What follows belongs to an exercise in optimizing a design on an open flow for small area and a short achievable clock period; a production flow would make more cautious choices. Only simulation tests tie the RTL to the original design; equivalence was not proved. Power is estimated from default activity; no workload was simulated.

**flow/config.mk**
```make
export PLATFORM = sky130hd
export DESIGN_NAME = MIPS
export DESIGN_NICKNAME = MIPS
export VERILOG_FILES = /design/flow/design.v
export SDC_FILE = /design/flow/constraint.sdc
export NUM_CORES = 4
export LEC_CHECK = 0
export CAP_MARGIN = 20
export CORE_MARGIN = 2
export CORE_UTILIZATION = 65
export CTS_BUF_LIST = sky130_fd_sc_hd__clkbuf_8
export CTS_CLUSTER_DIAMETER = 50
export CTS_CLUSTER_SIZE = 16
export SETUP_SLACK_MARGIN = 3.9
export SLEW_MARGIN = 20
export SYNTH_HIERARCHICAL = 1
export SYNTH_MINIMUM_KEEP_SIZE = 0
```
**flow/constraint.sdc**
```tcl
create_clock -name core_clock -period 9.0 [get_ports {clk}]
set_input_delay 1.8000 -clock core_clock [delete_from_list [all_inputs] [get_ports {clk}]]
set_output_delay 1.8000 -clock core_clock [all_outputs]
set_load 0.01 [all_outputs]
```
**flow/design.v**
```verilog
`timescale 1ns / 1ps
module Full_Adder( A, B, Cin, Sum, Cout);
	input  A, B, Cin;
	output Sum, Cout;	
	wire w;
	assign w = A ^ B;
	assign Sum = w ^ Cin;
	assign Cout = (A & B) | (w & Cin); 
endmodule
`timescale 1ns / 1ps
module Add( A, B, Cin, Sum, Cout);
	input  [15:0]  A, B;
	input  Cin;
	output [15:0] Sum; 
	output Cout;	
	wire[15:0] tSum, tCin;
	Full_Adder zero    (.A(A[0]), .B(B[0]), .Cin(Cin),     .Sum(tSum[0]), .Cout(tCin[1]));
	Full_Adder first   (.A(A[1]), .B(B[1]), .Cin(tCin[1]), .Sum(tSum[1]), .Cout(tCin[2]));
	Full_Adder second  (.A(A[2]), .B(B[2]), .Cin(tCin[2]), .Sum(tSum[2]), .Cout(tCin[3]));
	Full_Adder third   (.A(A[3]), .B(B[3]), .Cin(tCin[3]), .Sum(tSum[3]), .Cout(tCin[4]));
	Full_Adder fourth  (.A(A[4]), .B(B[4]), .Cin(tCin[4]), .Sum(tSum[4]), .Cout(tCin[5]));
	Full_Adder fifth   (.A(A[5]), .B(B[5]), .Cin(tCin[5]), .Sum(tSum[5]), .Cout(tCin[6]));
	Full_Adder sixth   (.A(A[6]), .B(B[6]), .Cin(tCin[6]), .Sum(tSum[6]), .Cout(tCin[7]));
	Full_Adder seventh (.A(A[7]), .B(B[7]), .Cin(tCin[7]), .Sum(tSum[7]), .Cout(tCin[8]));
	Full_Adder eighth     	(.A(A[8]),  .B(B[8]),  .Cin(tCin[8]),  .Sum(tSum[8]),  .Cout(tCin[9]));
	Full_Adder ninth   	 	(.A(A[9]),  .B(B[9]),  .Cin(tCin[9]),  .Sum(tSum[9]),  .Cout(tCin[10]));
	Full_Adder tenth  	 	(.A(A[10]), .B(B[10]), .Cin(tCin[10]), .Sum(tSum[10]), .Cout(tCin[11]));
	Full_Adder eleventh   	(.A(A[11]), .B(B[11]), .Cin(tCin[11]), .Sum(tSum[11]), .Cout(tCin[12]));
	Full_Adder twelveth   	(.A(A[12]), .B(B[12]), .Cin(tCin[12]), .Sum(tSum[12]), .Cout(tCin[13]));
	Full_Adder thirteenth 	(.A(A[13]), .B(B[13]), .Cin(tCin[13]), .Sum(tSum[13]), .Cout(tCin[14]));
	Full_Adder fourthteenth (.A(A[14]), .B(B[14]), .Cin(tCin[14]), .Sum(tSum[14]), .Cout(tCin[15]));
	Full_Adder fifthteenth  (.A(A[15]), .B(B[15]), .Cin(tCin[15]), .Sum(tSum[15]), .Cout(Cout));
	assign Sum = tSum;
endmodule
`timescale 1ns / 1ps
module two_comp(input [15:0] X, input neg, output reg[15:0] Y);
	always@*
		begin
			if(neg)
				Y <= ~X;
			else
				Y <= X;
		end
endmodule
`timescale 1ns / 1ps
module Add2Com( A, B, Cin, neg, Sum, Cout);
	input  [15:0]  A, B;
	input  Cin;
	input neg;
	output [15:0] Sum; 
	output Cout;	
	wire [15:0] B2C;
	wire	temp;
	two_comp one1( .X(B), .neg(neg),.Y(B2C));	
	Add Add1( .A(A), .B(B2C), .Cin(neg), .Sum(Sum), .Cout(temp));
	assign Cout = temp;
endmodule
`timescale 1ns / 1ps
module AND(input [15:0] X, input [15:0] Y, output [15:0] Z);
	assign Z = X & Y;
endmodule
`timescale 1ns / 1ps
module OR(input [15:0] X, input [15:0] Y, output [15:0] Z);
	assign Z = X | Y;
endmodule
`timescale 1ns / 1ps
module comparator( input X, input Y, output lt, output eq, output gt);	
	and and1(lt, ~X, Y);
	and and2(gt, X, ~Y);
	nor nor1(eq, lt, gt);
endmodule
`timescale 1ns / 1ps
module comparator16bit( input [15:0] X, input [15:0] Y, output lt, output eq, output gt);	
	wire [15:0] ltw,eqw,gtw;
	comparator com0(  .X(X[0]),  .Y(Y[0]),  .lt(ltw[0]),  .eq(eqw[0]),  .gt(gtw[0]));
	comparator com1(  .X(X[1]),  .Y(Y[1]),  .lt(ltw[1]),  .eq(eqw[1]),  .gt(gtw[1]));
	comparator com2(  .X(X[2]),  .Y(Y[2]),  .lt(ltw[2]),  .eq(eqw[2]),  .gt(gtw[2]));	
	comparator com3(  .X(X[3]),  .Y(Y[3]),  .lt(ltw[3]),  .eq(eqw[3]),  .gt(gtw[3]));
	comparator com4(  .X(X[4]),  .Y(Y[4]),  .lt(ltw[4]),  .eq(eqw[4]),  .gt(gtw[4]));
	comparator com5(  .X(X[5]),  .Y(Y[5]),  .lt(ltw[5]),  .eq(eqw[5]),  .gt(gtw[5]));
	comparator com6(  .X(X[6]),  .Y(Y[6]),  .lt(ltw[6]),  .eq(eqw[6]),  .gt(gtw[6]));
	comparator com7(  .X(X[7]),  .Y(Y[7]),  .lt(ltw[7]),  .eq(eqw[7]),  .gt(gtw[7]));
	comparator com8(  .X(X[8]),  .Y(Y[8]),  .lt(ltw[8]),  .eq(eqw[8]),  .gt(gtw[8]));
	comparator com9(  .X(X[9]),  .Y(Y[9]),  .lt(ltw[9]),  .eq(eqw[9]),  .gt(gtw[9]));
	comparator com10( .X(X[10]), .Y(Y[10]), .lt(ltw[10]), .eq(eqw[10]), .gt(gtw[10]));
	comparator com11( .X(X[11]), .Y(Y[11]), .lt(ltw[11]), .eq(eqw[11]), .gt(gtw[11]));
	comparator com12( .X(X[12]), .Y(Y[12]), .lt(ltw[12]), .eq(eqw[12]), .gt(gtw[12]));
	comparator com13( .X(X[13]), .Y(Y[13]), .lt(ltw[13]), .eq(eqw[13]), .gt(gtw[13]));
	comparator com14( .X(X[14]), .Y(Y[14]), .lt(ltw[14]), .eq(eqw[14]), .gt(gtw[14]));
	comparator com15( .X(X[15]), .Y(Y[15]), .lt(ltw[15]), .eq(eqw[15]), .gt(gtw[15]));
	assign eq = eqw[0] & eqw[1] & eqw[2]&eqw[3]&eqw[4]&eqw[5]&eqw[6]&eqw[7]&eqw[8]&eqw[9]&eqw[10]&eqw[11]&eqw[12]&eqw[13]&eqw[14]&eqw[15];
	assign lt = (ltw[15]) | (ltw[14] & eqw[15]) | (ltw[13] & eqw[14] & eqw[15]) | (ltw[12] & eqw[13]& eqw[14]& eqw[15])  | (ltw[11] & eqw[12]& eqw[13]& eqw[14]& eqw[15]) | (ltw[10] &  eqw[11]& eqw[12]& eqw[13]& eqw[14]&eqw[15]) | (ltw[9] & eqw[10]& eqw[11]& eqw[12]& eqw[13]& eqw[14]& eqw[15]) | (ltw[8] & eqw[9]& eqw[10]& eqw[11]& eqw[12]& eqw[13]& eqw[14]& eqw[15]) | (ltw[7]& eqw[8]& eqw[9]& eqw[10]& eqw[11]& eqw[12]& eqw[13]& eqw[14]& eqw[15]) | (ltw[6]& eqw[7]& eqw[8]& eqw[9]& eqw[10]& eqw[11]& eqw[12]& eqw[13]& eqw[14]& eqw[15]) | (ltw[5] & eqw[6]& eqw[7]& eqw[8]& eqw[9]& eqw[10]& eqw[11]& eqw[12]& eqw[13]& eqw[14]& eqw[15]) | (ltw[4] & eqw[5]& eqw[6]& eqw[7]& eqw[8]& eqw[9]& eqw[10]& eqw[11]& eqw[12]& eqw[13]& eqw[14]& eqw[15]) | (ltw[3] & eqw[4]& eqw[5]& eqw[6]& eqw[7]& eqw[8]& eqw[9]& eqw[10]& eqw[11]& eqw[12]& eqw[13]& eqw[14]& eqw[15]) | (ltw[2] &eqw[3]& eqw[4]& eqw[5]& eqw[6]& eqw[7]& eqw[8]& eqw[9]& eqw[10]& eqw[11]& eqw[12]& eqw[13]& eqw[14]& eqw[15]) | (ltw[1] & eqw[2]& eqw[3]& eqw[4]& eqw[5]& eqw[6]& eqw[7]& eqw[8]& eqw[9]& eqw[10]& eqw[11]& eqw[12]& eqw[13]& eqw[14]& eqw[15]) | (ltw[0] & eqw[1] & eqw[2]& eqw[3]& eqw[4]& eqw[5]& eqw[6]& eqw[7]& eqw[8]& eqw[9]& eqw[10]& eqw[11]& eqw[12]& eqw[13]& eqw[14]& eqw[15]);
	assign gt = (gtw[15]) | (gtw[14] & eqw[15]) | (gtw[13] & eqw[14] & eqw[15]) | (gtw[12] & eqw[13]& eqw[14]& eqw[15])  | (gtw[11] & eqw[12]& eqw[13]& eqw[14]& eqw[15]) | (gtw[10] & eqw[11]& eqw[12]& eqw[13]& eqw[14]& eqw[15]) | (gtw[9] & eqw[10]& eqw[11]& eqw[12]& eqw[13]& eqw[14]& eqw[15]) | (gtw[8] & eqw[9]& eqw[10]& eqw[11]& eqw[12]& eqw[13]& eqw[14]& eqw[15]) | (gtw[7]& eqw[8]& eqw[9]& eqw[10]& eqw[11]& eqw[12]& eqw[13]& eqw[14]& eqw[15]) | (gtw[6]& eqw[7]& eqw[8]& eqw[9]& eqw[10]& eqw[11]& eqw[12]& eqw[13]& eqw[14]& eqw[15]) | (gtw[5] & eqw[6]& eqw[7]& eqw[8]& eqw[9]& eqw[10]& eqw[11]& eqw[12]& eqw[13]& eqw[14]& eqw[15]) | (gtw[4] & eqw[5]& eqw[6]& eqw[7]& eqw[8]& eqw[9]& eqw[10]& eqw[11]& eqw[12]& eqw[13]& eqw[14]& eqw[15]) | (gtw[3] & eqw[4]& eqw[5]& eqw[6]& eqw[7]& eqw[8]& eqw[9]& eqw[10]& eqw[11]& eqw[12]& eqw[13]& eqw[14]& eqw[15]) | (gtw[2] & eqw[3]& eqw[4]& eqw[5]& eqw[6]& eqw[7]& eqw[8]& eqw[9]& eqw[10]& eqw[11]& eqw[12]& eqw[13]& eqw[14]& eqw[15]) | (gtw[1] & eqw[2]& eqw[3]& eqw[4]& eqw[5]& eqw[6]& eqw[7]& eqw[8]& eqw[9]& eqw[10]& eqw[11]& eqw[12]& eqw[13]& eqw[14]& eqw[15]) | (gtw[0] & eqw[1] & eqw[2]& eqw[3]& eqw[4]& eqw[5]& eqw[6]& eqw[7]& eqw[8]& eqw[9]& eqw[10]& eqw[11]& eqw[12]& eqw[13]& eqw[14]& eqw[15]);
endmodule
`timescale 1ns / 1ps
module MUX(input select, input[1:0] in, output out);
	wire [1:0] d;
	not not1(nselect, select);
	and and1(d[0], select, in[0]);
	and and2(d[1], nselect, in[1]);
	or or1(out,d[0], d[1]);
endmodule
`timescale 1ns / 1ps
module MUX_16bit(input select, input[15:0] X, input[15:0] Y, output[15:0] Z);
	MUX MUX0 (.select(select), .in({X[0], Y[0]}),  .out(Z[0]));
	MUX MUX1 (.select(select), .in({X[1], Y[1]}),  .out(Z[1]));
	MUX MUX2 (.select(select), .in({X[2], Y[2]}),  .out(Z[2]));
	MUX MUX3 (.select(select), .in({X[3], Y[3]}),  .out(Z[3]));
	MUX MUX4 (.select(select), .in({X[4], Y[4]}),  .out(Z[4]));
	MUX MUX5 (.select(select), .in({X[5], Y[5]}),  .out(Z[5]));
	MUX MUX6 (.select(select), .in({X[6], Y[6]}),  .out(Z[6]));
	MUX MUX7 (.select(select), .in({X[7], Y[7]}),  .out(Z[7]));
	MUX MUX8 (.select(select), .in({X[8], Y[8]}),  .out(Z[8]));
	MUX MUX9 (.select(select), .in({X[9], Y[9]}),  .out(Z[9]));
	MUX MUX10(.select(select), .in({X[10],Y[10]}), .out(Z[10]));
	MUX MUX11(.select(select), .in({X[11],Y[11]}), .out(Z[11]));
	MUX MUX12(.select(select), .in({X[12],Y[12]}), .out(Z[12]));
	MUX MUX13(.select(select), .in({X[13],Y[13]}), .out(Z[13]));
	MUX MUX14(.select(select), .in({X[14],Y[14]}), .out(Z[14]));
	MUX MUX15(.select(select), .in({X[15],Y[15]}), .out(Z[15]));
endmodule
`timescale 1ns / 1ps
module mux16x16x1(select, A,B,C,D,E,F,G,H,I,J,K,L,M,N,O,P, Z);
	input [3:0] select;
	input [15:0] A,B,C,D,E,F,G,H,I,J,K,L,M,N,O,P;
	output [15:0] Z;
	wire [15:0] w1,w2,w3,w4,w5,w6,w7,w8,w9,w10,w11,w12,w13,w14;
	MUX_16bit MUX1(.select(select[0]), .X(A), .Y(B), .Z(w1));
	MUX_16bit MUX2(.select(select[0]), .X(C), .Y(D), .Z(w2));
	MUX_16bit MUX3(.select(select[0]), .X(E), .Y(F), .Z(w3));
	MUX_16bit MUX4(.select(select[0]), .X(G), .Y(H), .Z(w4));
	MUX_16bit MUX5(.select(select[0]), .X(I), .Y(J), .Z(w5));
	MUX_16bit MUX6(.select(select[0]), .X(K), .Y(L), .Z(w6));
	MUX_16bit MUX7(.select(select[0]), .X(M), .Y(N), .Z(w7));
	MUX_16bit MUX8(.select(select[0]), .X(O), .Y(P), .Z(w8));
	MUX_16bit MUX9 (.select(select[1]), .X(w1), .Y(w2), .Z(w9));
	MUX_16bit MUX10(.select(select[1]), .X(w3), .Y(w4), .Z(w10));
	MUX_16bit MUX11(.select(select[1]), .X(w5), .Y(w6), .Z(w11));
	MUX_16bit MUX12(.select(select[1]), .X(w7), .Y(w8), .Z(w12));
	MUX_16bit MUX13(.select(select[2]), .X(w9), .Y(w10), .Z(w13));
	MUX_16bit MUX14(.select(select[2]), .X(w11), .Y(w12), .Z(w14));
	MUX_16bit MUX15(.select(select[3]), .X(w13), .Y(w14), .Z(Z));
endmodule
`timescale 1ns / 1ps
module dff( clk, data, reset, q );
	input clk, data, reset;
	output reg q;
	always@(posedge clk)
	begin
		q <= data;
		if(reset)
			q <= 0;
	end
endmodule
`timescale 1ns / 1ps
module register16bit( clk, reset, D, select, Q);
	input clk, reset, select;
	input  [15:0] D;
	output [15:0] Q;
	wire 	 [15:0] Z;
	MUX_16bit MUX1( .select(select), .X(Q), .Y(D), .Z(Z) );
	dff d0 ( .clk(clk), .reset(reset), .data(Z[0]),  .q(Q[0]) );
	dff d1 ( .clk(clk), .reset(reset), .data(Z[1]),  .q(Q[1]) );
	dff d2 ( .clk(clk), .reset(reset), .data(Z[2]),  .q(Q[2]) );
	dff d3 ( .clk(clk), .reset(reset), .data(Z[3]),  .q(Q[3]) );
	dff d4 ( .clk(clk), .reset(reset), .data(Z[4]),  .q(Q[4]) );
	dff d5 ( .clk(clk), .reset(reset), .data(Z[5]),  .q(Q[5]) );
	dff d6 ( .clk(clk), .reset(reset), .data(Z[6]),  .q(Q[6]) );
	dff d7 ( .clk(clk), .reset(reset), .data(Z[7]),  .q(Q[7]) );
	dff d8 ( .clk(clk), .reset(reset), .data(Z[8]),  .q(Q[8]) );	
	dff d9 ( .clk(clk), .reset(reset), .data(Z[9]),  .q(Q[9]) );
	dff d10( .clk(clk), .reset(reset), .data(Z[10]), .q(Q[10]) );	
	dff d11( .clk(clk), .reset(reset), .data(Z[11]), .q(Q[11]) );	
	dff d12( .clk(clk), .reset(reset), .data(Z[12]), .q(Q[12]) );	
	dff d13( .clk(clk), .reset(reset), .data(Z[13]), .q(Q[13]) );
	dff d14( .clk(clk), .reset(reset), .data(Z[14]), .q(Q[14]) );	
	dff d15( .clk(clk), .reset(reset), .data(Z[15]), .q(Q[15]) );
endmodule
`timescale 1ns / 1ps
module Decoder4t16(
    input E,
    input [3:0] S,
    output [15:0] D
    );
	assign D = (E) ? (1 << S) : 16'b0 ;
endmodule
`timescale 1ns / 1ps
module reg_file( A, B, C, Aaddr, Baddr, Caddr, load, clear, clk, r1, r2, r3 );
	input  load, clk, clear;
	input  [15:0] C;
	input  [3:0] Aaddr, Baddr, Caddr;
	output [15:0] A, B, r1,r2,r3;
	wire [15:0] regOut1,regOut2,regOut3,regOut4,regOut5,regOut6,regOut7,regOut8,regOut9,regOut10,regOut11,regOut12,regOut13,regOut14,regOut15,regOut16;
	wire [15:0] slt;
	Decoder4t16 dec(.E(load), .S(Caddr), .D(slt));
	register16bit reg1 ( .clk(clk), .reset(clear), .D(C), .select(slt[0]),  .Q(regOut1 ));
	register16bit reg2 ( .clk(clk), .reset(clear), .D(C), .select(slt[1]),  .Q(regOut2 ));
	register16bit reg3 ( .clk(clk), .reset(clear), .D(C), .select(slt[2]),  .Q(regOut3 ));
	register16bit reg4 ( .clk(clk), .reset(clear), .D(C), .select(slt[3]),  .Q(regOut4 ));
	register16bit reg5 ( .clk(clk), .reset(clear), .D(C), .select(slt[4]),  .Q(regOut5 ));
	register16bit reg6 ( .clk(clk), .reset(clear), .D(C), .select(slt[5]),  .Q(regOut6 ));
	register16bit reg7 ( .clk(clk), .reset(clear), .D(C), .select(slt[6]),  .Q(regOut7 ));
	register16bit reg8 ( .clk(clk), .reset(clear), .D(C), .select(slt[7]),  .Q(regOut8 ));
	register16bit reg9 ( .clk(clk), .reset(clear), .D(C), .select(slt[8]),  .Q(regOut9 ));
	register16bit reg10( .clk(clk), .reset(clear), .D(C), .select(slt[9]),  .Q(regOut10));
	register16bit reg11( .clk(clk), .reset(clear), .D(C), .select(slt[10]), .Q(regOut11));
	register16bit reg12( .clk(clk), .reset(clear), .D(C), .select(slt[11]), .Q(regOut12));
	register16bit reg13( .clk(clk), .reset(clear), .D(C), .select(slt[12]), .Q(regOut13));
	register16bit reg14( .clk(clk), .reset(clear), .D(C), .select(slt[13]), .Q(regOut14));
	register16bit reg15( .clk(clk), .reset(clear), .D(C), .select(slt[14]), .Q(regOut15));
	register16bit reg16( .clk(clk), .reset(clear), .D(C), .select(slt[15]), .Q(regOut16));
	mux16x16x1 muxA(.select(Aaddr), .A(regOut1),.B(regOut2),.C(regOut3),.D(regOut4),.E(regOut5),.F(regOut6),.G(regOut7),.H(regOut8),.I(regOut9),.J(regOut10),.K(regOut11),.L(regOut12),.M(regOut13),.N(regOut14),.O(regOut15),.P(regOut16), .Z(A));
	mux16x16x1 muxB(.select(Baddr), .A(regOut1),.B(regOut2),.C(regOut3),.D(regOut4),.E(regOut5),.F(regOut6),.G(regOut7),.H(regOut8),.I(regOut9),.J(regOut10),.K(regOut11),.L(regOut12),.M(regOut13),.N(regOut14),.O(regOut15),.P(regOut16), .Z(B));
	assign r1 = regOut2;
	assign r2 = regOut3;
	assign r3 = regOut4;
endmodule
`timescale 1ns / 1ps
module ControlUnit(
	input [3:0] controlop,
	output reg [2:0] ALUop,
	output reg jump, regdest, Regwrite, ALUsrc, branch, memread, memwrite, memtoreg
	);
	always @ (controlop)
	begin
	case (controlop)
			0:  
			begin
				ALUop = 2;
				jump = 0;
				regdest = 1;
				Regwrite = 1;
				ALUsrc = 0;
				branch=0;
				memread=0;
				memwrite=0;
				memtoreg=0;
			end
			1:  
			begin
				ALUop=3;
				jump=0;
				regdest=1;
				Regwrite=1;
				ALUsrc=0;
				branch=0;
				memread=0;
				memwrite=0;
				memtoreg=0;
			end
	2:  
			begin
				ALUop=0;
				jump=0;
				regdest=1;
				Regwrite=1;
				ALUsrc=0;
				branch=0;
				memread=0;
				memwrite=0;
				memtoreg=0;
			end
	3:  
			begin
				ALUop=0;
				jump=0;
				regdest=0;
				Regwrite=1;
				ALUsrc=1;
				branch=0;
				memread=0;
				memwrite=0;
				memtoreg=0;
			end
			6:  
			begin
				ALUop=1;
				jump=0;
				regdest=1;
				Regwrite=1;
				ALUsrc=0;
				branch=0;
				memread=0;
				memwrite=0;
				memtoreg=0;
			end
			7:  
			begin
				ALUop=4;
				jump=0;
				regdest=1;
				Regwrite=1;
				ALUsrc=0;
				branch=0;
				memread=0;
				memwrite=0;
				memtoreg=0;
			end
			8:  
			begin
				ALUop=0;
				jump=0;
				regdest=0;
				Regwrite=1;
				ALUsrc=1;
				branch=0;
				memread=1;
				memwrite=0;
				memtoreg=1;
			end
			10:  
			begin
				ALUop=0;
				jump=0;
				regdest=0;
				Regwrite=0;
				ALUsrc=1;
				branch=0;
				memread=0;
				memwrite=1;
				memtoreg=1;
			end
			14:  
			begin
				ALUop=5;
				jump=0;
				regdest=0;
				Regwrite=0;
				ALUsrc=0;
				branch=1;
				memread=0;
				memwrite=0;
				memtoreg=0;
			end
		  15:  
			begin
				ALUop=0;
				jump=1;
				regdest=0;
				Regwrite=0;
				ALUsrc=1;
				branch=0;
				memread=0;
				memwrite=0;
				memtoreg=0;
			end
			default:
			begin
				ALUop=0;
				jump=0;
				regdest=0;
				Regwrite=0;
				ALUsrc=0;
				branch=0;
				memread=0;
				memwrite=0;
				memtoreg=0;
			end
		  endcase
	end
endmodule
`timescale 1ns / 1ps
module alu(clk,X, Y, out, Cin, Cout, lt, eq, gt, V, opcod);
	input  [15:0] X, Y;
	input  [2:0] opcod;
	input  Cin,clk;
	output [15:0] out;
	output Cout, lt, eq, gt, V;
	wire [16:0] add, sub, andL, orL;
	reg [16:0] temp;
	Add2Com add1( .A(X), .B(Y), .Cin(Cin), .neg(1'b0), .Sum(add[15:0]), .Cout(add[16]));
	Add2Com sub1(.A(X), .B(Y), .Cin(1'b1), .neg(1'b1), .Sum(sub[15:0]), .Cout(sub[16]));
	OR or1(.X(X), .Y(Y), .Z(orL));
	AND and1(.X(X), .Y(Y), .Z(andL));
	comparator16bit com1( .X(X), .Y(Y), .lt(lt), .eq(eq), .gt(gt));	
	always @(*)
	begin
		case(opcod)
			0: temp = add;
			1: temp = sub;
			2: temp = andL;
			3: temp = orL;
			4: begin
				if(lt)
					temp = 1;
				else 
					temp = 0;
				end
			5: temp = 0;
			default: temp = 8;
		endcase
	end
	assign out  = temp[15:0];
	assign Cout = temp[16];
endmodule
`timescale 1ns / 1ps
module Data_Memory( clk, clear, MemWrite, MemRead, Address, WriteData, ReadData );
	input  clk, clear, MemWrite, MemRead;
	input  [15:0] WriteData;
	input  [15:0] Address;
	output reg[15:0] ReadData;
	reg[15:0]d_mm[0:15];
	always@(posedge clk)
	begin
		if(clear) begin
			d_mm[0]  <= 16'h0001;
			d_mm[1]  <= 16'h0004;
			d_mm[2]  <= 16'h0006;
			d_mm[3]  <= 16'h0004;
			d_mm[4]  <= 16'h0005;
			d_mm[5]  <= 16'h0006;
			d_mm[6]  <= 16'h0001;
			d_mm[7]  <= 16'h0001;
			d_mm[8]  <= 16'h0001;
			d_mm[9]  <= 16'h0001;
			d_mm[10] <= 16'h0001;
			d_mm[11] <= 16'h0001;
			d_mm[12] <= 16'h0001;
			d_mm[13] <= 16'h0001;
			d_mm[14] <= 16'h0001;
			d_mm[15] <= 16'h0001;
		end
		else if(MemWrite)
			d_mm[Address[3:0]] <= WriteData;
	end
	always@(*)
		ReadData = d_mm[Address[3:0]];
endmodule
`timescale 1ns / 1ps
module aoi222(input a0, a1, b0, b1, c0, c1, output y);
	assign y = ~((a0 & a1) | (b0 & b1) | (c0 & c1));
endmodule
module nand2m(input a, b, output y);
	assign y = ~(a & b);
endmodule
module nand3m(input a, b, c, output y);
	assign y = ~(a & b & c);
endmodule
module nand4m(input a, b, c, d, output y);
	assign y = ~(a & b & c & d);
endmodule
module nor2m(input a, b, output y);
	assign y = ~(a | b);
endmodule
module and2m(input a, b, output y);
	assign y = a & b;
endmodule
module or2m(input a, b, output y);
	assign y = a | b;
endmodule
module xor2m(input a, b, output y);
	assign y = a ^ b;
endmodule
module nand2bm(input an, b, output y);
	assign y = an | ~b;
endmodule
module nor2bm(input a, bn, output y);
	assign y = ~a & bn;
endmodule
module oai21m(input a1, a2, b1, output y);
	assign y = ~((a1 | a2) & b1);
endmodule
module aoi21m(input a1, a2, b1, output y);
	assign y = ~((a1 & a2) | b1);
endmodule
module mux2im(input a0, a1, s, output y);
	assign y = ~(s ? a1 : a0);
endmodule
module mux16t(input [15:0] d, input [15:0] s, output [5:0] t);
	aoi222 u0(d[0],  s[0],  d[1],  s[1],  d[2],  s[2],  t[0]);
	aoi222 u1(d[3],  s[3],  d[4],  s[4],  d[5],  s[5],  t[1]);
	aoi222 u2(d[6],  s[6],  d[7],  s[7],  d[8],  s[8],  t[2]);
	aoi222 u3(d[9],  s[9],  d[10], s[10], d[11], s[11], t[3]);
	aoi222 u4(d[12], s[12], d[13], s[13], d[14], s[14], t[4]);
	nand2m u5(d[15], s[15], t[5]);
endmodule
module mux16oh(input [15:0] d, input [15:0] s, output yn);
	wire [5:0] t;
	wire x0, x1;
	mux16t m(.d(d), .s(s), .t(t));
	nand3m v0(t[0], t[1], t[2], x0);
	nand3m v1(t[3], t[4], t[5], x1);
	nor2m  w0(x0, x1, yn);
endmodule
module mux16ohx(input [15:0] d, input [15:0] s, input xn, output yn);
	wire [5:0] t;
	wire x0, x1;
	mux16t m(.d(d), .s(s), .t(t));
	nand3m v0(t[0], t[1], t[2], x0);
	nand4m v1(t[3], t[4], t[5], xn, x1);
	nor2m  w0(x0, x1, yn);
endmodule
module mux16wb(input [15:0] d, input [15:0] s, input alun, output y);
	wire [5:0] t;
	wire x0, x1;
	mux16t m(.d(d), .s(s), .t(t));
	nand3m v0(t[0], t[1], t[2], x0);
	nand4m v1(t[3], t[4], t[5], alun, x1);
	or2m   w0(x0, x1, y);
endmodule
module MIPS(
	input clk, clear,
	input [15:0] instr,
	output reg [3:0] PC,
	output [15:0] R1, R2, R3
	);
	wire [3:0] op  = instr[15:12];
	wire [3:0] rs  = instr[11:8];
	wire [3:0] rt  = instr[7:4];
	wire [3:0] rd  = instr[3:0];
	wire [3:0] imm = instr[3:0];
	wire nc = ~clear;
	wire is_and  = (op == 4'd0);
	wire is_or   = (op == 4'd1);
	wire is_add  = (op == 4'd2);
	wire is_addi = (op == 4'd3);
	wire is_sub  = (op == 4'd6);
	wire is_slt  = (op == 4'd7);
	wire is_lw   = (op == 4'd8);
	wire is_sw   = (op == 4'd10);
	wire is_bne  = (op == 4'd14);
	wire is_j    = (op == 4'd15);
	wire rwe = is_and | is_or | is_add | is_addi | is_sub | is_slt | is_lw;
	wire [3:0] waddr = (is_addi | is_lw) ? rt : rd;
	wire sub = op[2];    
	wire [15:0] r [0:15];    
	wire [15:0] m [0:15];    
	wire [15:0] mhit, An, Bn, A, Bx, wd, alun;
	wire [15:0] sA [0:1];
	wire [15:0] sB [0:1];
	wire [15:0] sM [0:1];
	wire [3:0] pAl, pAh, pBl, pBh;
	wire lwnc = is_lw & nc;
	genvar i, b;
	generate
		for (i = 0; i < 4; i = i + 1) begin : pre
			assign pAl[i] = ~(rs[1:0] == i);
			assign pAh[i] = ~(rs[3:2] == i);
			assign pBl[i] = ~(rt[1:0] == i);
			assign pBh[i] = ~(rt[3:2] == i);
		end
		for (i = 0; i < 16; i = i + 1) begin : dec
			for (b = 0; b < 2; b = b + 1) begin : cp
				nor2m ua(pAl[i % 4], pAh[i / 4], sA[b][i]);
				nor2m ub(pBl[i % 4], pBh[i / 4], sB[b][i]);
				and2m um(mhit[i], lwnc, sM[b][i]);
			end
			wire [3:0] tgt = i - imm;
			assign mhit[i] = (A[3:0] == tgt);
		end
		for (b = 0; b < 16; b = b + 1) begin : rp
			wire [15:0] rc, mc;
			for (i = 0; i < 16; i = i + 1) begin : w_
				assign rc[i] = r[i][b];
				assign mc[i] = m[i][b];
			end
			mux16oh pa(.d(rc), .s(sA[b / 8]), .yn(An[b]));
			mux16oh pb(.d(rc), .s(sB[b / 8]), .yn(Bn[b]));
			mux16wb pm(.d(mc), .s(sM[b / 8]), .alun(alun[b]), .y(wd[b]));
		end
	endgenerate
	assign A  = ~An;
	assign Bx = ~Bn;    
	wire [15:0] e0, e1;    
	generate
		for (b = 0; b < 16; b = b + 1) begin : ye
			if (b < 4) begin : lo
				assign e0[b] = is_addi ? ~imm[b] : sub;
				assign e1[b] = is_addi ? ~imm[b] : ~sub;
			end else begin : hi
				assign e0[b] = is_addi | sub;
				assign e1[b] = is_addi | ~sub;
			end
		end
	endgenerate
	wire [15:0] Yn, p, g0, t0;
	wire [15:0] g1n, t1n, g2, t2, g3n, t3n, g4;
	generate
		for (b = 0; b < 16; b = b + 1) begin : l0
			mux2im uy(~e0[b], ~e1[b], Bn[b], Yn[b]);    
			xor2m  up(An[b], Yn[b], p[b]);              
			if (b == 0) begin : c0
				assign g0[0] = (~An[0] & ~Yn[0]) | ((~An[0] | ~Yn[0]) & sub);
				assign t0[0] = 1'b0;
			end else begin : cn
				nor2m  ug(An[b], Yn[b], g0[b]);     
				nand2m ut(An[b], Yn[b], t0[b]);     
			end
		end
		for (b = 0; b < 16; b = b + 1) begin : l1
			if (b >= 1) begin : c
				aoi21m ug(t0[b], g0[b-1], g0[b], g1n[b]);
				if (b >= 2) begin : t
					nand2m ut(t0[b], t0[b-1], t1n[b]);
				end else begin : tz
					assign t1n[b] = 1'b1;
				end
			end else begin : p_
				assign g1n[b] = ~g0[b];
				assign t1n[b] = 1'b1;
			end
		end
		for (b = 0; b < 16; b = b + 1) begin : l2
			if (b >= 2) begin : c
				oai21m ug(t1n[b], g1n[b-2], g1n[b], g2[b]);
				if (b >= 4) begin : t
					nor2m ut(t1n[b], t1n[b-2], t2[b]);
				end else begin : tz
					assign t2[b] = 1'b0;
				end
			end else begin : p_
				assign g2[b] = ~g1n[b];
				assign t2[b] = 1'b0;
			end
		end
		for (b = 0; b < 16; b = b + 1) begin : l3
			if (b >= 4) begin : c
				aoi21m ug(t2[b], g2[b-4], g2[b], g3n[b]);
				if (b >= 8) begin : t
					nand2m ut(t2[b], t2[b-4], t3n[b]);
				end else begin : tz
					assign t3n[b] = 1'b1;
				end
			end else begin : p_
				assign g3n[b] = ~g2[b];
				assign t3n[b] = 1'b1;
			end
		end
		for (b = 0; b < 16; b = b + 1) begin : l4
			if (b >= 8) begin : c
				oai21m ug(t3n[b], g3n[b-8], g3n[b], g4[b]);
			end else begin : p_
				assign g4[b] = ~g3n[b];
			end
		end
	endgenerate
	wire [15:0] c = {g4[14:0], sub};
	wire lt = ~g4[15];    
	wire sel_as  = (is_add | is_addi | is_sub) & nc;
	wire sel_and = is_and & nc;
	wire sel_or  = is_or & nc;
	wire sel_slt = is_slt & nc;
	wire [15:0] lg = ({16{sel_and}} & (A & Bx)) | ({16{sel_or}} & (A | Bx));
	wire [15:0] xv = ({16{sel_as}} &  p) | lg;    
	wire [15:0] yv = ({16{sel_as}} & ~p) | lg;    
	wire alun0;
	generate
		for (b = 0; b < 16; b = b + 1) begin : fin
			if (b == 0) begin : b0
				mux2im um(xv[b], yv[b], c[b], alun0);
			end else begin : bn
				mux2im um(xv[b], yv[b], c[b], alun[b]);
			end
		end
	endgenerate
	assign alun[0] = alun0 & ~(sel_slt & lt);
	wire [15:0] dz = Bx & {16{nc}};
	wire [15:0] d1 = Bx | {16{clear}};
	function [15:0] dinit(input integer w);
		case (w)
			0: dinit = 16'h0001;
			1: dinit = 16'h0004;
			2: dinit = 16'h0006;
			3: dinit = 16'h0004;
			4: dinit = 16'h0005;
			5: dinit = 16'h0006;
			default: dinit = 16'h0001;
		endcase
	endfunction
	generate
		for (i = 0; i < 16; i = i + 1) begin : g
			reg [15:0] rr;
			reg [15:0] mm;
			always @(posedge clk)
				if (clear || (rwe && waddr == i))
					rr <= wd;
			always @(posedge clk)
				if (clear || (is_sw && mhit[i]))
					mm <= (dinit(i) & d1) | (~dinit(i) & dz);
			assign r[i] = rr;
			assign m[i] = mm;
		end
	endgenerate
	wire taken = is_j | (is_bne & (An != Bn));
	always @(posedge clk) begin
		if (clear)
			PC <= 4'd0;
		else if (taken)
			PC <= instr[3:0];
		else
			PC <= PC + 4'd1;
	end
	assign R1 = r[1];
	assign R2 = r[2];
	assign R3 = r[3];
endmodule
```
**flow/flow/run.sh**
```bash
#!/bin/bash
# Layout flow: the standard ORFS flow (standard.sh, unchanged synthesis),
# with the port buffers made from sky130_fd_sc_hd__buf_1 (resized later where timing needs it) instead of the
# buffer ORFS picks by default (a delay cell). Every input and output port
# still gets its own buffer. The whole make output goes to standard_flow.log.
set -euo pipefail
bash standard.sh "BUFFER_PORTS_ARGS=-buffer_cell sky130_fd_sc_hd__buf_1" finish > standard_flow.log 2>&1
```
**flow/standard.sh**
```bash
#!/bin/bash
# synth_recipe.tcl (not shown) runs the flow's synth.tcl, then flattens the netlist and writes it again
# the make line also repeats each setting of config.mk as NAME=value (left out here)
make -C /OpenROAD-flow-scripts/flow DESIGN_CONFIG=/design/flow/config.mk WORK_HOME=/design/flow/orfs CLKGATE_MAP_FILE= SYNTH_SCRIPT=/design/flow/synth_recipe.tcl "${@:-finish}"
```
==> results of run 1 <==
==> Yosys cell counts, types with 5 or more instances <==
cell,instances,share of area
o211ai_1,7,0.0023
a211oi_1,6,0.0020
clkbuf_1,15,0.0025
xnor2_1,15,0.0057
a21oi_2,27,0.010
and2_1,33,0.0090
o21ai_1,24,0.0052
nor4b_1,5,0.0019
nand4_1,17,0.0046
ha_1,40,0.022
buf_4,6,0.0020
a21o_1,22,0.0072
o21ai_0,27,0.0059
nand2b_1,15,0.0041
nand3_1,85,0.019
buf_2,8,0.0017
inv_1,48,0.0079
a21oi_1,6,0.0013
a222oi_1,240,0.10
xor2_1,20,0.0077
mux2i_1,33,0.014
nand2_1,158,0.026
nor2_1,174,0.029
edfxtp_1,512,0.67
nor2b_1,6,0.0016
o21bai_1,8,0.0026
or2_1,17,0.0046
==> final timing paths <==
kind	startpoint	endpoint	cells past startpoint
max	instr[8]	g[7].rr[15]$_DFFE_PP_	14
min	PC[0]$_SDFF_PP0_	PC[0]$_SDFF_PP0_	1
min reg2reg	PC[0]$_SDFF_PP0_	PC[0]$_SDFF_PP0_	1
max reg2reg	g[3].rr[3]$_DFFE_PP_	g[7].rr[15]$_DFFE_PP_	11
==> per-stage QoR <==
stage | util | hold slack [ps] | cells | worst slack [ps] | power [mW]
6_report | 0.733 | 549 | 2246 | 3850 | 5.37
5_1_grt | 0.733 | 570 | 2246 | 3810 | 5.53
4_1_cts | 0.721 | 534 | 2226 | 3900 | 5.29
2_1_floorplan | - | 530 | 1628 | 3940 | 3.60
3_5_place_dp | 0.686 | 505 | 2145 | 2610 | 3.89
3_3_place_gp | 0.686 | 517 | 2145 | 2630 | 3.87
==> per-module statistics from Yosys, one instance, submodules excluded, excerpt <==
module / cells / flops+latches / area [um2] / copies in the design
and2m: 1 / 0 / 6.26 / 32
mux2im: 1 / 0 / 10.0 / 32
or2m: 1 / 0 / 6.26 / 16
nor2m: 1 / 0 / 3.75 / 123
aoi222: 1 / 0 / 10.0 / 240
aoi21m: 1 / 0 / 8.76 / 27
oai21m: 1 / 0 / 5.00 / 22
MIPS: 939 / 516 / 18100 / 1
nand3m: 1 / 0 / 5.00 / 80
xor2m: 1 / 0 / 8.76 / 16
nand2m: 1 / 0 / 3.75 / 85
nand4m: 1 / 0 / 6.26 / 16
==> registers in the layout, indices dropped and copies added, names as in the netlist <==
register,count
PC,4
g.rr,256
g.mm,256
==> power by group <==
group | internal (mW) | switching, mW
sequential | 2.97 | 0.119
clock | 0.614 | 0.807
combinational | 0.261 | 0.589
total | 3.85 | 1.51
==> layer usage <==
layer	GRT usage	vias to the layer above	wire length, um
met5	0	-	0
met4	0.128	0	2100
met3	0.0488	177	6250
met2	0.575	1104	30700
met1	0.432	7869	22600
li1	-	7022	-
==> cell families after synthesis <==
group / count (synthesis) / synth area share
flops: 516 / 0.675
compound gates: 392 / 0.152
fa+ha+maj: 40 / 0.0219
mux: 33 / 0.0144
simple gates: 531 / 0.107
xor+xnor: 38 / 0.0160
buf+inv: 78 / 0.0142
==> critical path, cell delays in order <==
cell and delay (ps):
clkbuf_4 160, or2_4 220, buf_12 130, nor2_4 60, a222oi_1 390, nand3_1 230
nor2_4 310, xnor2_4 140, nor2b_4 190, and3_1 210, and2_4 210, a222oi_1 740
nand4_1 360, or2_4 380
==> what timing repair did <==
action                     CTS  global route
setup endpoints to repair  273           260
buffers inserted             8            19
hold buffers                 0             0
pin swaps                    6            29
hold endpoints to repair     0             0
cloned                       0             1
resized for setup           79            78
==> cell type report <==
class | instances | area share
Sequential cell | 516 | 0.609
Multi-Input combinational cell | 1035 | 0.298
Clock buffer | 49 | 0.0266
Timing Repair Buffer | 118 | 0.0263
Tap cell | 455 | 0.0224
Clock inverter | 24 | 0.0108
Inverter | 49 | 0.00725
==> flow_results.org, run 1 <==
** Floorplanning
- Boundary Pins :: 70
- From left edge to right edge, the die measures 192 um.
- Area of the core :: 0.0346 mm2
- The floorplan has 68 rows.
- Die Area :: 0.0367 mm2
- The initial utilization of the core area, before any placement, comes to 0.661.
- In this run the vertical extent of the chip is 192 um.

** Route
- Mean routed wirelength per cell :: 27.4 um
- In this run, the number of DRC markers left after iteration 0 of detailed routing was 2722.
- The first detailed-routing pass took 15 iterations.
- The detailed router placed 16200 vias in this run.
- In this run the remaining antenna-violating nets after routing total 0.
- After detailed routing, the number of remaining DRC violations is 0.
- Total detailed-routing wirelength :: 61600 um
- Post-detailed-route via-to-cell ratio :: 7.20

** Place
- Total cell area at the placement stage :: 0.0237 mm2
- Final estimated routing congestion in global placement :: 0.955
- Quantity of I/O buffers inserted on ports :: 69
- Once detailed placement completed, the half-perimeter wirelength came to 43700 um.

** STA
- Final Hold Violating Endpoints :: 0
- Dividing the final minimum period by the clock period gives 0.572.
- For the finished layout, the period the worst path requires is 5150 ps.
- The max-slew violation count is 0.
- Final setup viols :: 0
- For the final database, setup skew stands at 46.1 ps.
- Remaining max-slew budget at the tightest pin :: 0.203
- Derived from the worst setup path, the maximum achievable clock frequency is 194 MHz.
- Unrepaired setup endpoints after global routing :: true
- Tightest Pin Transition :: 1190 ps
- For the final routed database, the setup TNS stands at 0 ps.

** Job
- The tool flagged a number of max-cap violations equal to 0.

** Worst setup path
- Data required, critical path :: 9390 ps
- Along the worst path, the maximum fanout reaches 8.
- STA puts the critical path data arrival time at 5540 ps.
- The critical path is of the input pin to register type.
- The worst setup path is captured at a register.
- Setup slack on the worst reg-to-reg path comes out at 5090 ps.
- STA classifies the critical path startpoint as an input pin.

** Finish
- The area growth from synthesis to layout is 10.9%.
- Leaving out fill and tap cells, the most frequent cell in the layout is edfxtp_1.
- Summing all non-filler instances in the final layout gives an area of 0.0254 mm2.
- Commonest non-fill, non-tap cells in the layout :: edfxtp_1, a222oi_1, nand2_1
- ANT cells :: 0
- The net count of the finished layout is 1824.
- Counting the fill cells in the layout gives 2228.
- Area used by sequential logic in the layout :: 0.0155 mm2
- In the final layout, the share of cells above drive strength 1 is 0.149.
- Area used by multi-input combinational logic :: 0.00755 mm2

** Yosys
- Post-Syn Instances :: 1628
- During synthesis, Yosys emitted a total of 7 warnings.
- Number of storage elements in the synthesis netlist :: 516
- In the synthesized netlist the dominant register cell turns out to be edfxtp_1.
- Proportion of synthesized flip-flops having asynchronous set or reset :: 0
- The synthesized design contains 512 enable-type register cells.
- Number of nets in the synthesized netlist :: 1686
- After synthesis, the mean cell area works out to 14.1 um2.
- Netlist area before placement :: 0.0229 mm2
- The netlist uses 56 different library cells.
- For this run, the register share of the synthesized area comes to 0.675.

** Clock tree
- Counting every sink on the clock net gives 516.
- Clock tree from TritonCTS :: done
- Clock-pin slew was measured on the worst setup and hold paths at 90 ps.
- No sink is reached through more buffers than the 3 on the longest clock path.
- For the worst-skew pair, the clock arrives at the later sink with an insertion delay of 660 ps.
- Clock tree synthesis inserted a total of 46 buffers.
- In this run the clock root is driven by a clkbuf_8.
- In this run the number of H-tree levels came out at 2.

** Global route
- Overall track demand over capacity in global routing :: 0.334
- The number of global-route vias before repair is 15600.
- Global routing finished with a remaining overflow of 0.
- The first global-routing pass estimated 90800 um of wire.
- Maximum number of pins on one net before global-route repair :: 61
- Number of antenna violations at the first check in global routing :: 0

** Min path
- Worst hold path type :: register to register

** Power
- Dividing total power by cell area gives a power density of 211 mW/mm2.
- Leakage power total :: 9.29 nW
- VDD sags by at most 0.000189 V.

** Status
- Run status :: no timing/DRC/antenna violations
==> run 2, diff against run 1 <==
--- a/flow/config.mk
+++ b/flow/config.mk
@@ -11,7 +11,7 @@
 export CTS_BUF_LIST = sky130_fd_sc_hd__clkbuf_8
 export CTS_CLUSTER_DIAMETER = 50
 export CTS_CLUSTER_SIZE = 16
-export SETUP_SLACK_MARGIN = 3.9
+export SETUP_SLACK_MARGIN = 4.15
 export SLEW_MARGIN = 20
 export SYNTH_HIERARCHICAL = 1
 export SYNTH_MINIMUM_KEEP_SIZE = 0
==> flow_results.org, run 2 <==
** STA
- The setup TNS was 0 ps (unchanged).
- The number of endpoints with negative hold slack in the final report came to 0 (unchanged).
- Unrepaired setup endpoints after global routing: true (unchanged).
- The max-slew violation count came to 0 (unchanged).
- The minimum clock period after layout is 4880 ps (was 5150 ps).
- Period utilization :: 0.542 (was 0.572)
- Final worst setup slack :: 4120 ps (was 3850 ps)
- The fmax came to 205 MHz (was 194 MHz).
- The setup violation total in the final timing report came to 0 (unchanged).
- The worst slew slack as a fraction of its limit came to 0.200 (was 0.203).
- The setup skew after layout is 36.5 ps (was 46.1 ps).
- The actual transition at the worst max-transition pin came to 1200 ps (was 1190 ps).

** Yosys
- Most instantiated cells after synthesis :: edfxtp_1, a222oi_1, nor2_1, nand2_1, nand3_1 (unchanged)
- Cell with the most instances after synthesis :: edfxtp_1 (unchanged)
- The sequential cell area fraction in the yosys report came to 0.675 (unchanged).
- Number of nets in the synthesized netlist :: 1686 (unchanged)
- The top cell type by total area after synthesis is edfxtp_1 (unchanged).
- Proportion of netlist area held by the largest area contributor :: 0.672 (unchanged)
- Top cells by area, synth :: edfxtp_1, a222oi_1, nor2_1 (unchanged)
- The cell area after technology mapping is 0.0229 mm2 (unchanged).
- The register bit count reported by yosys was 516 (unchanged).
- Post-Syn Instances :: 1628 (unchanged)
- The warning count from the yosys run came to 7 (unchanged).
- Number of enable flip-flop cells after synthesis :: 512 (unchanged)
- The async set-reset flop share out of synthesis was 0 (unchanged).
- Mean post-synth cell area :: 14.1 um2 (unchanged)
- The number of unique standard cell types used by synthesis was 56 (unchanged).
- Most used flip-flop cell after synthesis :: edfxtp_1 (unchanged)

** Floorplanning
- The initial core utilization is 0.661 (unchanged).
- The width of the die is 192 um (unchanged).
- The core outline area is 0.0346 mm2 (unchanged).
- Die Area :: 0.0367 mm2 (unchanged)
- Standard-cell rows :: 68 (unchanged)
- The I/O pin count is 70 (unchanged).
- The vertical die dimension came to 192 um (unchanged).

** Global route
- Total congestion overflow after global routing :: 0 (unchanged)
- Number of global-route vias before repair :: 15700 (was 15600)
- The number of antenna violations at the first check in global routing is 0 (unchanged).
- The met3 track utilization from global routing came to 0.0444 (was 0.0488).
- The met1 global-route usage was 0.443 (was 0.432).
- The overall track demand over capacity in global routing is 0.335 (was 0.334).
- The layer with the highest usage is met2 (unchanged).
- First-pass GRT wire length :: 91900 um (was 90800 um)
- The largest net degree at the start of global routing came to 61 (unchanged).
- The global-route met2 utilization is 0.570 (was 0.575).

** Place
- The total of buffers placed on input and output ports came to 69 (unchanged).
- Total half-perimeter wirelength after legalization and detailed placement :: 43900 um (was 43700 um)
- Final estimated routing congestion in global placement :: 0.942 (was 0.955)
- The total cell area at the placement stage came to 0.0238 mm2 (was 0.0237 mm2).
- Minimum setup slack after placement :: 2690 ps (was 2610 ps)

** Worst setup path
- Data required, critical path :: 9360 ps (was 9390 ps)
- Highest fanout seen on the critical path :: 8 (unchanged)
- Worst setup path class :: input pin to register (unchanged)
- The category of the worst setup path launch point is an input pin (unchanged).
- Type of element capturing the critical path :: register (unchanged)
- Arrival @ worst endpoint :: 5240 ps (was 5540 ps)

** Route
- The final routed DRC violation total is 0 (unchanged).
- The total wirelength of the detailed-routed design was 63000 um (was 61600 um).
- Mean routed wirelength per cell :: 27.6 um (was 27.4 um)
- The vias per cell came to 7.20 (about the same).
- Total number of vias :: 16400 (was 16200)
- The number of nets still failing antenna checks after routing was 0 (unchanged).
- Initial DRC Count :: 2774 (was 2722)
- 1st-pass router iterations :: 13 (was 15)

** Clock tree
- The maximum clock insertion buffer count came to 3 (unchanged).
- Clock tree from TritonCTS :: done (unchanged)
- The source-to-sink clock delay at the later pin of the worst-skew pair was 640 ps (was 660 ps).
- The total number of H-tree levels was 2 (unchanged).
- The CTS buffer count came to 45 (was 46).
- The cell at the root of the clock tree is clkbuf_8 (unchanged).
- The clock sink count is 516 (unchanged).
- Clock slew at reported path FFs :: 90 ps (about the same)

** Power
- The largest voltage drop on the vdd net is 0.000165 V (was 0.000189 V).
- The cell area power density came to 207 mW/mm2 (was 211 mW/mm2).
- Leakage power total :: 9.56 nW (was 9.29 nW)

** Finish
- Nets@finish :: 1864 (was 1824)
- The layout-stage area growth over the synthesis result came to 14.1% (was 10.9%).
- ANT cells :: 0 (unchanged)
- Largest registers: g.mm x256, g.rr x256, PC x4 (unchanged).
- The share of final-layout standard cells stronger than drive strength 1 is 0.207 (was 0.149).
- Commonest non-fill, non-tap cells in the layout :: edfxtp_1, a222oi_1, nand2_1 (unchanged)
- The most frequent standard cell in the layout excluding fill and tap cells is edfxtp_1 (unchanged).
- Post-route cell area :: 0.0261 mm2 (was 0.0254 mm2)

** Job
- Number of maximum-capacitance violations :: 0 (unchanged)

** Min path
- Worst hold path type :: register to register (unchanged)

** Status
- Run status: no timing/DRC/antenna violations (unchanged).
## run 2: layer usage
layer  vias to the layer above  share of wire
li1                       7102              -
met1                      8054           0.37
met2                      1114           0.49
met3                       175           0.10
met4                         0          0.032
met5                         -              0
## run 2: cells by family after synthesis
| kind of cell | share of synthesized area |
|---|---|
| XOR/XNOR | 0.0160 |
| AND/OR/NAND/NOR | 0.107 |
| flip-flops | 0.675 |
| buffers and inverters | 0.0142 |
| AO/OA/AOI/OAI | 0.152 |
| multiplexers | 0.0144 |
| adder cells (fa/ha/maj) | 0.0219 |
## run 2: worst paths after layout
path                                      startpoint              endpoint  slack (ps)  cells after the start
worst max-delay path                        instr[9]  g[5].rr[6]$_DFFE_PP_        4120                     17
worst min-delay path                PC[0]$_SDFF_PP0_      PC[0]$_SDFF_PP0_         540                      1
worst max register to register  g[2].rr[2]$_DFFE_PP_  g[5].rr[6]$_DFFE_PP_        5270                     13
worst min register to register      PC[0]$_SDFF_PP0_      PC[0]$_SDFF_PP0_         540                      1
## run 2: stage by stage
stage,hold slack [ps],util,power (mW),cells
6_report,539,0.754,5.40,2283
5_1_grt,594,0.754,5.59,2283
4_1_cts,548,0.724,5.27,2223
3_5_place_dp,533,0.686,3.90,2140
3_3_place_gp,506,0.686,3.87,2139
2_1_floorplan,530,-,3.61,1628
## run 2: what timing repair did
| item | CTS | global route |
|---|---|---|
| hold buffers | 0 | 0 |
| pin swaps | 11 | 81 |
| gates cloned | 0 | 4 |
| endpoints found under the setup margin | 292 | 268 |
| setup buffers | 14 | 56 |
| resized for setup | 104 | 176 |
## run 2: critical path, stage by stage
cell and delay (ps):
buf_6 110, or2_4 310, buf_6 140, nor2_4 210, a222oi_1 130, nand3_1 190, nor2_4 70, buf_12 130
xnor2_4 240, xor2_2 260, inv_1 110, nand2_2 110, nor2_4 50, and2_2 270, a222oi_1 430, nand4_1 280
or2_4 380
## run 2: power breakdown
group | leakage (nW) | switching, mW | total (mW) | internal (mW)
combinational | 3.83 | 0.631 | 0.950 | 0.320
clock | 0.446 | 0.784 | 1.36 | 0.573
sequential | 5.28 | 0.123 | 3.10 | 2.97
## run 2: cell type report
type / count / area (um2)
clock buffers: 45 / 619
multi-input cells: 1037 / 7980
flip-flops and latches: 516 / 15500
fillers: 2153 / 8520
clock inverters: 24 / 249
repair inverters: 1 / 5.00
well taps: 455 / 569
repair buffers: 156 / 1050
inverters: 49 / 188
## run 2: modules after synthesis, one instance, submodules excluded, excerpt
module  area, um2  cells  flip-flops and latches
MIPS        18100    939                     516
mux2im       10.0      1                       0
aoi222       10.0      1                       0
xor2m        8.76      1                       0
aoi21m       8.76      1                       0
nand4m       6.26      1                       0
and2m        6.26      1                       0
or2m         6.26      1                       0
nand3m       5.00      1                       0
oai21m       5.00      1                       0
nand2m       3.75      1                       0
==> run 3, diff against run 2 <==
--- a/flow/config.mk
+++ b/flow/config.mk
@@ -11,7 +11,8 @@
 export CTS_BUF_LIST = sky130_fd_sc_hd__clkbuf_8
 export CTS_CLUSTER_DIAMETER = 50
 export CTS_CLUSTER_SIZE = 16
-export SETUP_SLACK_MARGIN = 4.15
+export PLACE_DENSITY = 0.75
+export SETUP_SLACK_MARGIN = 4
 export SLEW_MARGIN = 20
 export SYNTH_HIERARCHICAL = 1
 export SYNTH_MINIMUM_KEEP_SIZE = 0
==> flow_results.org, run 3 <==
** Power
- The largest voltage drop on the vdd net came to 0.000207 V (was 0.000165 V).
- Power per Cell Area :: 209 mW/mm2 (was 207 mW/mm2)
- Leakage power total :: 9.22 nW (was 9.56 nW)

** Worst setup path
- The reg2reg setup slack is 5220 ps (was 5270 ps).
- Slowest stage cell, crit path :: a222oi_1 (unchanged)
- Worst R2R End :: g[9].rr[11]$_DFFE_PP_ (was g[5].rr[6]$_DFFE_PP_)
- The sort of element at the end of the critical path is a register (unchanged).
- Delay of the slowest cell on the worst path :: 560 ps (was 430 ps)
- CP cell instances: clkbuf_2 -> or2_4 -> nor2_4 -> a222oi_1 -> nand3_1 -> nor2_4 -> xnor2_2 -> nor2b_1 -> nand2_1 -> nor2_1 -> and2_2 -> a222oi_1 -> nand3_2 -> or2_4 (was buf_6 -> or2_4 -> buf_6 -> nor2_4 -> a222oi_1 -> nand3_1 -> nor2_4 -> buf_12 -> xnor2_4 -> xor2_2 -> inv_1 -> nand2_2 -> nor2_4 -> and2_2 -> a222oi_1 -> nand4_1 -> or2_4).
- Type of origin of the critical path :: input pin (unchanged)
- The required time at the endpoint of the critical path came to 9370 ps (was 9360 ps).
- The endpoint arrival time on the critical path came to 5400 ps (was 5240 ps).
- The largest fanout of any net on the critical path is 8 (unchanged).
- Launch instance of the worst register-to-register path :: g[3].rr[3]$_DFFE_PP_ (was g[2].rr[2]$_DFFE_PP_)
- Worst Reg2Reg Path Length in Cells :: 12 (was 13)
- Worst setup path class :: input pin to register (unchanged)

** STA
- The fmax is 199 MHz (was 205 MHz).
- The final critical-path share of the clock period is 0.558 (was 0.542).
- Setup TNS :: 0 ps (unchanged)
- Remaining max-slew budget at the tightest pin :: 0.248 (was 0.200)
- The actual transition at the worst max-transition pin is 1130 ps (was 1200 ps).
- The number of endpoints with negative hold slack in the final report was 0 (unchanged).
- The minimum clock period after layout is 5030 ps (was 4880 ps).
- Number of max-slew violations in the final report :: 0 (unchanged)
- Unrepaired setup endpoints after global routing :: true (unchanged)
- Final setup viols :: 0 (unchanged)
- Clk_skew :: 37.2 ps (was 36.5 ps)

** Yosys
- Sequential cell area fraction in the yosys report :: 0.675 (unchanged)
- The count of flip-flops with a built-in enable after synthesis was 512 (unchanged).
- The xor-xnor portion of the synthesized cell area was 0.0160 (unchanged).
- The basic-gate share of the synthesized area counting and, or, nand and nor cells is 0.107 (unchanged).
- The async set-reset flop share out of synthesis was 0 (unchanged).
- Most used flip-flop cell after synthesis :: edfxtp_1 (unchanged)
- Number of storage elements in the synthesis netlist :: 516 (unchanged)
- Netlist area before placement :: 0.0229 mm2 (unchanged)
- The mean post-synth cell area came to 14.1 um2 (unchanged).
- Number of nets in the synthesized netlist :: 1686 (unchanged)
- Combinational family with the most area after synthesis :: compound AO/OA/AOI/OAI gates (unchanged)
- The compound-gate portion of the synthesized area is 0.152 (unchanged).
- The top cell type by total area after synthesis is edfxtp_1 (unchanged).
- The portion of synthesized cell area occupied by the leading cell type was 0.672 (unchanged).
- Cell with the most instances after synthesis :: edfxtp_1 (unchanged)
- The number of unique standard cell types used by synthesis is 56 (unchanged).
- The post-synthesis instance total was 1628 (unchanged).
- Synth warnings :: 7 (unchanged)
- The proportion of synthesized area in mux cells is 0.0144 (unchanged).
- Top cells by area, synth :: edfxtp_1, a222oi_1, nor2_1 (unchanged)
- The post-synthesis adder-cell area fraction came to 0.0219 (unchanged).
- Most instantiated cells after synthesis: edfxtp_1, a222oi_1, nor2_1, nand2_1, nand3_1 (unchanged).

** Floorplanning
- The initial core utilization came to 0.661 (unchanged).
- The die footprint is 0.0367 mm2 (unchanged).
- Area of the core :: 0.0346 mm2 (unchanged)
- The vertical die dimension is 192 um (unchanged).
- Die Width :: 192 um (unchanged)
- Boundary Pins :: 70 (unchanged)
- The placement row count is 68 (unchanged).

** Route
- The final routed DRC violation total came to 0 (unchanged).
- The count of TritonRoute iterations in the first routing pass came to 15 (was 13).
- The number of nets still failing antenna checks after routing was 0 (unchanged).
- The total wirelength of the detailed-routed design is 60800 um (was 63000 um).
- The routed length per instance came to 27.1 um (was 27.6 um).
- The vias per cell came to 7.26 (was 7.20).
- Total number of vias :: 16300 (was 16400)
- The count of routing violations after the opening detailed-route iteration is 2956 (was 2774).

** Place
- The final estimated routing congestion in global placement is 1.02 (was 0.942).
- Quantity of I/O buffers inserted on ports :: 69 (unchanged)
- Total half-perimeter wirelength after legalization and detailed placement :: 43100 um (was 43900 um)
- The total cell area at the placement stage is 0.0237 mm2 (was 0.0238 mm2).

** Finish
- Largest registers :: g.mm x256, g.rr x256, PC x4 (unchanged)
- The final antenna diode count was 0 (unchanged).
- Commonest non-fill, non-tap cells in the layout :: edfxtp_1, a222oi_1, nand2_1 (unchanged)
- Syn-to-layout area delta :: 10.0% (was 14.1%)
- The total non-filler cell area in the finished layout came to 0.0252 mm2 (was 0.0261 mm2).
- Nets@finish :: 1812 (was 1864)
- Share of post-route cells with drive strength above 1 :: 0.142 (was 0.207)
- Most common library cell in the layout ignoring fill and taps :: edfxtp_1 (unchanged)
- The final core utilization is 0.727 (was 0.754).

** Global route
- Total congestion overflow after global routing :: 0 (unchanged)
- Number of antenna violations at the first check in global routing :: 0 (unchanged)
- The wire length of the first global-routing pass is 89900 um (was 91900 um).
- Number of global-route vias before repair :: 15300 (was 15700)
- The largest net degree at the start of global routing is 61 (unchanged).
- Overall track demand over capacity in global routing :: 0.329 (was 0.335)

** Status
- Run status :: no timing/DRC/antenna violations (unchanged)

** Min path
- WHS Path Cells :: 1 (unchanged)
- Worst hold path type :: register to register (unchanged)
- Sink of the worst hold path :: PC[0]$_SDFF_PP0_ (unchanged)
- Hold wc startpoint :: PC[0]$_SDFF_PP0_ (unchanged)

** Job
- The number of maximum-capacitance violations came to 0 (unchanged).

** Clock tree
- H-tree depth reported by CTS :: 2 (unchanged)
- The clock sink count came to 516 (unchanged).
- Clock slew at reported path FFs :: 80 ps (was 90 ps)
- Clock tree root driver cell :: clkbuf_8 (unchanged)
- Clock tree from TritonCTS :: done (unchanged)
- Clock buffer count from CTS :: 46 (was 45)
- The source-to-sink clock delay at the later pin of the worst-skew pair was 650 ps (was 640 ps).
- Buffer depth of the longest clock path :: 3 (unchanged)
[run 3: cell counts after synthesis]
No cell type changed its count.
[run 3: modules after synthesis (local to each module, per instance), a selection]
module,cells,copies in the design,area [um2],flops+latches
MIPS,939,1,18100,516
mux2im,1,32,10.0,0
nand4m,1,16,6.26,0
nand2m,1,85,3.75,0
aoi21m,1,27,8.76,0
nand3m,1,80,5.00,0
oai21m,1,22,5.00,0
and2m,1,32,6.26,0
nor2m,1,123,3.75,0
aoi222,1,240,10.0,0
[run 3: worst max-delay path, delay by kind of cell]
kind	cells	cell delay [ps]
simple gates	10	2250
xor+xnor	1	220
compound gates	2	960
buf+inv	1	170
[run 3: area by class of cell]
class	instances	area (um2)
sequential	516	15500
fill	2288	9450
multi-input combinational	1035	7500
clock buffer	49	674
tap	455	569
timing repair buffer	105	563
clock inverter	31	221
inverter	49	188
timing repair inverter	1	5.00
[run 3: metrics by stage]
step / cells / total power [mW] / setup WS, ps / hold WS [ps]
final: 2241 / 5.25 / 3970 / 548
after global routing: 2241 / 5.44 / 3960 / 577
after CTS: 2221 / 5.21 / 3960 / 553
after detailed placement: 2139 / 3.89 / 2800 / 534
after global placement: 2139 / 3.86 / 2840 / 508
after floorplan: 1628 / 3.60 / 4010 / 530
[run 3: worst max-delay path by stage]
stage / slack, ps / start / to / depth (start not counted)
3_3_place_gp: 2840 / instr[8] / g[1].rr[15]$_DFFE_PP_ / 13
6_report: 3970 / instr[11] / g[9].rr[11]$_DFFE_PP_ / 14
2_1_floorplan: 4010 / instr[4] / g[0].rr[12]$_DFFE_PP_ / 16
3_5_place_dp: 2800 / instr[4] / g[0].rr[0]$_DFFE_PP_ / 15
5_1_grt: 3960 / instr[5] / g[9].rr[11]$_DFFE_PP_ / 16
4_1_cts: 3960 / instr[9] / g[15].rr[5]$_DFFE_PP_ / 16
[run 3: layer usage]
layer / up-vias / global-route usage / part of all wire
li1: 7012 / - / -
met1: 7843 / 0.437 / 0.37
met2: 1221 / 0.557 / 0.49
met3: 184 / 0.0568 / 0.11
met4: 0 / 0.109 / 0.029
met5: - / 0 / 0
[run 3: cells by family (layout without fill, tap and decap cells)]
kind of cell / after synthesis / after routing
flops: 516 / 516
compound gates: 392 / 392
fa+ha+maj: 40 / 40
buf+inv: 78 / 235
simple gates: 531 / 532
mux: 33 / 33
xor+xnor: 38 / 38
[run 3: where the power goes]
group | internal [mW] | total (mW) | switching (mW)
clock | 0.534 | 1.33 | 0.799
combinational | 0.245 | 0.824 | 0.579
sequential | 2.98 | 3.10 | 0.122
[run 3: what timing repair did]
item | CTS | global route
hold buffers | 0 | 0
setup buffers | 2 | 18
gates resized for setup | 76 | 71
gates cloned | 0 | 2
pin swaps | 2 | 28
setup endpoints to repair | 257 | 260
==> run 4, diff against run 3 <==
--- a/flow/config.mk
+++ b/flow/config.mk
@@ -11,7 +11,7 @@
 export CTS_BUF_LIST = sky130_fd_sc_hd__clkbuf_8
 export CTS_CLUSTER_DIAMETER = 50
 export CTS_CLUSTER_SIZE = 16
-export PLACE_DENSITY = 0.75
+export GPL_ROUTABILITY_DRIVEN = 0
 export SETUP_SLACK_MARGIN = 4
 export SLEW_MARGIN = 20
 export SYNTH_HIERARCHICAL = 1
==> flow_results.org, run 4 <==
** Power
- Leakage power total :: 9.18 nW (was 9.22 nW)
- The cell area power density is 209 mW/mm2 (about the same).
- Peak supply drop :: 0.000150 V (was 0.000207 V)

** Place
- Total half-perimeter wirelength after legalization and detailed placement :: 43500 um (was 43100 um)
- Quantity of I/O buffers inserted on ports :: 69 (unchanged)

** Min path
- Worst hold path type :: register to register (unchanged)

** Floorplanning
- Die Area :: 0.0367 mm2 (unchanged)
- The placement row count was 68 (unchanged).
- Die Width :: 192 um (unchanged)

** Yosys
- Cell with the most instances after synthesis :: edfxtp_1 (unchanged)
- The post-synthesis instance total came to 1628 (unchanged).
- Sequential cell area fraction in the yosys report :: 0.675 (unchanged)
- The most used flip-flop cell after synthesis was edfxtp_1 (unchanged).

** Route
- The overall via count from detail_route is 16100 (was 16300).
- The count of TritonRoute iterations in the first routing pass is 17 (was 15).
- Mean routed wirelength per cell :: 27.3 um (was 27.1 um)
- Initial DRC Count :: 2681 (was 2956)

** Global route
- Maximum number of pins on one net before global-route repair :: 61 (unchanged)
- The overall track demand over capacity in global routing came to 0.333 (was 0.329).

** Worst setup path
- The start point of the critical path was instr[8] (was instr[11]).
- The sort of element at the end of the critical path was a register (unchanged).
- The startpoint of the most critical register-to-register path is g[3].rr[0]$_DFFE_PP_ (was g[3].rr[3]$_DFFE_PP_).
- Type of origin of the critical path :: input pin (unchanged)
- Critical Path End :: g[1].rr[14]$_DFFE_PP_ (was g[9].rr[11]$_DFFE_PP_)

** STA
- Number of max-slew violations in the final report :: 0 (unchanged)
- Final setup viols :: 0 (unchanged)
- The minimum clock period after layout is 4980 ps (was 5030 ps).
- The setup skew after layout is 40.4 ps (was 37.2 ps).
- The setup TNS came to 0 ps (unchanged).

** Finish
- Commonest non-fill, non-tap cells in the layout: edfxtp_1, a222oi_1, nand2_1 (unchanged).
- The total non-filler cell area in the finished layout is 0.0252 mm2 (about the same).

** Clock tree
- The CTS buffer count came to 45 (was 46).
- Clock slew at reported path FFs :: 90 ps (was 80 ps)

** Status
- Run status: no timing/DRC/antenna violations (unchanged).
[run 4: cell types whose count changed in the layout (fill, tap and decap cells not counted), sizes merged, moves of 2 or more]
cell,delta
clkbuf,-8
clkinv,+2
bufinv,+2
inv,-4
buf,+2
clkinvlp,-4
[run 4: logic make-up after synthesis]
logic type | count (synthesis) | share of synthesized area
fa+ha+maj | 40 | 0.0219
mux | 33 | 0.0144
xor+xnor | 38 | 0.0160
flops | 516 | 0.675
simple gates | 531 | 0.107
compound gates | 392 | 0.152
buf+inv | 78 | 0.0142
[run 4: how the worst min path moves through the flow]
stage / startpoint / end / slack [ps] / cells after the start
finish: PC[0]$_SDFF_PP0_ / PC[0]$_SDFF_PP0_ / 590 / 1
global route: PC[0]$_SDFF_PP0_ / PC[0]$_SDFF_PP0_ / 590 / 1
CTS: PC[0]$_SDFF_PP0_ / PC[0]$_SDFF_PP0_ / 570 / 1
detailed placement: PC[0]$_SDFF_PP0_ / PC[0]$_SDFF_PP0_ / 550 / 1
global placement: PC[0]$_SDFF_PP0_ / PC[0]$_SDFF_PP0_ / 500 / 1
floorplan: PC[0]$_SDFF_PP0_ / PC[0]$_SDFF_PP0_ / 530 / 1
[run 4: metal layers]
layer | wire length, um | vias to the layer above | track usage | share of wire
li1 | - | 6987 | - | -
met1 | 22800 | 7813 | 0.432 | 0.37
met2 | 29900 | 1086 | 0.565 | 0.49
met3 | 6200 | 166 | 0.0579 | 0.10
met4 | 2030 | 0 | 0.131 | 0.033
met5 | 0 | - | 0 | 0
[run 4: critical path: cells and delay by family]
kind            cells  cell delay, ps
buf+inv             2             370
simple gates        9            2030
xor+xnor            1             180
compound gates      2             940
[run 4: layout make-up]
class,instances,area (um2),area share
Clock buffer,45,619,0.0246
Clock inverter,28,246,0.00978
Inverter,49,184,0.00730
Tap cell,455,569,0.0226
Timing Repair Buffer,103,544,0.0216
Antenna cell,1,2.50,0.0000993
Sequential cell,516,15500,0.613
Multi-Input combinational cell,1035,7570,0.301
[run 4: power breakdown]
part	switching, mW	internal [mW]	total (mW)
Clock	0.785	0.547	1.33
Combinational	0.580	0.251	0.832
Sequential	0.125	2.98	3.10
Total	1.49	3.77	5.26
[run 4: Yosys stat by module (local to each module, per instance), excerpt]
module	cells inside	flops+latches	times used	cell area, um2
or2m	1	0	16	6.26
oai21m	1	0	22	5.00
nand4m	1	0	16	6.26
nand3m	1	0	80	5.00
nor2m	1	0	123	3.75
mux2im	1	0	32	10.0
aoi222	1	0	240	10.0
xor2m	1	0	16	8.76
and2m	1	0	32	6.26
[run 4: stage by stage]
stage               worst slack (ps)  hold WS (ps)
floorplan                       4010           530
global placement                2870           501
detailed placement              2800           548
CTS                             4000           565
global route                    3940           593
finish                          4020           586
[run 4: what timing repair did]
action / 4_1_cts / 5_1_grt
setup endpoints to repair: 258 / 260
resized for setup: 84 / 70
cloned: 0 / 1
setup buffers: 2 / 17
pin swaps: 8 / 22
